Context: an optimization exercise on an open-source flow, tuned for small area and a short achievable clock period. The choices shown serve that exercise and are no tape-out recipe.
The RTL was checked by simulation tests, not by an equivalence proof against the original design.
Power and IR drop assume default switching activity.

## build 43
## ahb_lite
module ahb_lite(
	input        HCLK,
    input        HRESETn,
    input [31:0] HADDR,
    input        HWRITE,
    input [31:0] HWDATA,
    output[31:0] HRDATA,
    input [31:0] pins_in,
    output[31:0] pins_out,
    output[31:0] pins_dir
);
Size in the first run: about 38000 sq um of cells after synthesis.
export LEC_CHECK = 0
export CAP_MARGIN = 20
export CORE_MARGIN = 2
export CORE_UTILIZATION = 45
export CTS_CLUSTER_DIAMETER = 100
export CTS_CLUSTER_SIZE = 20
export PLACE_DENSITY = 0.75
export SETUP_SLACK_MARGIN = 4.5
export SLEW_MARGIN = 20
create_clock -name core_clock -period 8.0 [get_ports {HCLK}]
standard.sh (not shown) runs the stock make flow with config.mk's settings and CLKGATE_MAP_FILE= SYNTH_SCRIPT=/design/flow/synth_recipe.tcl, a recipe that flattens the netlist after the stock synthesis.
==> flow/flow/run.sh <==
#!/bin/bash
# Standard layout, with small port buffers and the pins_in/HRDATA pins paired.
set -euo pipefail
here=$(pwd)
export BUFFER_PORTS_ARGS="-buffer_cell sky130_fd_sc_hd__buf_1"
export PRE_IO_PLACEMENT_TCL=$here/flow/io.tcl
bash standard.sh > $here/standard.log 2>&1
==> flow/flow/io.tcl <==
# keep each pins_in bit beside the HRDATA bit it feeds
set_io_pin_constraint -group -order -pin_names {pins_in[0] HRDATA[0] pins_in[1] HRDATA[1] pins_in[2] HRDATA[2] pins_in[3] HRDATA[3] pins_in[4] HRDATA[4] pins_in[5] HRDATA[5] pins_in[6] HRDATA[6] pins_in[7] HRDATA[7] pins_in[8] HRDATA[8] pins_in[9] HRDATA[9] pins_in[10] HRDATA[10] pins_in[11] HRDATA[11] pins_in[12] HRDATA[12] pins_in[13] HRDATA[13] pins_in[14] HRDATA[14] pins_in[15] HRDATA[15] pins_in[16] HRDATA[16] pins_in[17] HRDATA[17] pins_in[18] HRDATA[18] pins_in[19] HRDATA[19] pins_in[20] HRDATA[20] pins_in[21] HRDATA[21] pins_in[22] HRDATA[22] pins_in[23] HRDATA[23] pins_in[24] HRDATA[24] pins_in[25] HRDATA[25] pins_in[26] HRDATA[26] pins_in[27] HRDATA[27] pins_in[28] HRDATA[28] pins_in[29] HRDATA[29] pins_in[30] HRDATA[30] pins_in[31] HRDATA[31]}
Both conditions hold for build 43: the flow ran to the end and the final layout passed the timing, DRC and antenna checks.
Input changes introduced in build 78 (baseline for comparison: build 43):
- removing PLACE_DENSITY (formerly 0.75)
- changing SETUP_SLACK_MARGIN from 4.5 to 4.4
[summary]
Looking at fraction of final layout cells sized beyond drive strength 1, build 78 sits 2.5 points below build 43. [build 78] utilization fell 0.57 points relative to build 43. In build 78 the total via count after detailed routing turned out 701 lower than in build 43. Build 43 → build 78: clock network power consumption higher; wire length of the first global-routing pass went up by 6.3 mm; wire length now sits higher; pin slew with the least headroom to its limit lost 0.16 ns. Across both runs, power was higher for build 78 than for build 43. Looking at final non-filler cell area across both flows, build 78 is the stronger of the two, with build 43 trailing. Critical path depth (lower): build 43. Global-route usage, build 78 and build 43: smaller value in build 43.
diff inputs: build 78 => build 33
- swapping 4.4 for 4.5 in SETUP_SLACK_MARGIN
Findings:
Run comparison: build 78 highest metal layer used by the detailed router met4; build 33 highest metal layer used by the detailed router met5
Compared with build 78, build 33 shows a flip-flop and latch share of the layout cell area that is 0.62 points lower.
Changes observed in build 33 relative to build 78: via count of the first global-routing pass saw little to no change; area taken by flip-flops and latches barely changed.
From build 78 to build 33 the numbers moved as follows: final area up about 1.2%; switching share of power saw little to no change; standard cell area after detailed placement about even; core utilization up 0.60 points; critical path depth went down.
Summary of build 33 over build 78: power consumed by combinational cells shows no meaningful change; area growth from synthesis to layout shows an increase of 1.3 points.
Compared to build 78, the routing of build 33 uses more wire.
diff inputs: build 33 => build 62
-- flow/flow/run.sh --
<<< build 33, line 6
export PRE_IO_PLACEMENT_TCL=$here/flow/io.tcl
bash standard.sh > $here/standard.log 2>&1
>>> build 62, line 6
export PRE_IO_PLACEMENT_TCL=$here/flow/io.tcl
export RECOVER_POWER=20
bash standard.sh > $here/standard.log 2>&1
Notes after the runs:
- Taking build 33 as the reference, in build 62 post-route cell area flat, clock network area share level.
- In the reports for build 62 and build 33, the smaller critical path depth belongs to build 33.
- Compared build 33 against build 62; total half-perimeter wirelength after legalization and detailed placement within noise.
- Any difference in maximum resistive drop on vdd between build 33 and build 62 is small enough to ignore.
- Diff build 33 -> build 62 | transition time at the pin with the least slew margin | increase of 1.25 ns
- For count of plain and timing-repair buffers in the layout, build 33 and build 62 come out practically identical.
- Compared build 62 vs build 33, and final cycle utilization of the critical path is up in build 62.
- Build 62 completed end to end; final checks failed (max-capacitance violations, max-slew violations).
- Between build 62 and build 33, the power does not differ in any meaningful way.
- Share of layout cells above drive strength 1 ended up 0.72 points lower on build 62 than on build 33.
- Build 62 — critical path data arrival time 3.52 ns higher, build 33 as reference

## separate check: timing with driven ports
In the flow no input, the clock included, has a driving cell. The finished layouts below were timed again as built, in two steps. Step 1 (the two cells are an assumption about what drives the block):
set clk [get_ports {HCLK}]
set_driving_cell -lib_cell sky130_fd_sc_hd__clkbuf_16 $clk
set_driving_cell -lib_cell sky130_fd_sc_hd__buf_2 [delete_from_list [all_inputs] $clk]
Step 2 moves the port delays by t, midway between the first and last clock arrival at a register: inputs arrive t later, outputs are due t later. That takes back most of the time a late clock gives input paths. Slacks: ideal ports / drivers / drivers and shift; pairs: ideal ports / drivers.
| run | t, ns | setup WS [ns] | latest minus earliest clock arrival (ns) |
|---|---|---|---|
| build 43 | 0.708 | 4.301 / 4.320 / 3.613 | 0.035 / 0.035 |
| build 78 | 0.718 | 4.257 / 4.271 / 3.553 | 0.060 / 0.060 |
| build 33 | 0.705 | 4.426 / 4.356 / 3.651 | 0.042 / 0.042 |
| build 62 | 0.706 | 3.059 / 2.994 / 2.288 | 0.037 / 0.037 |
For build 33, which loses most, drivers alone change the setup slack by -0.070 ns; drivers and shift together by -0.775 ns.
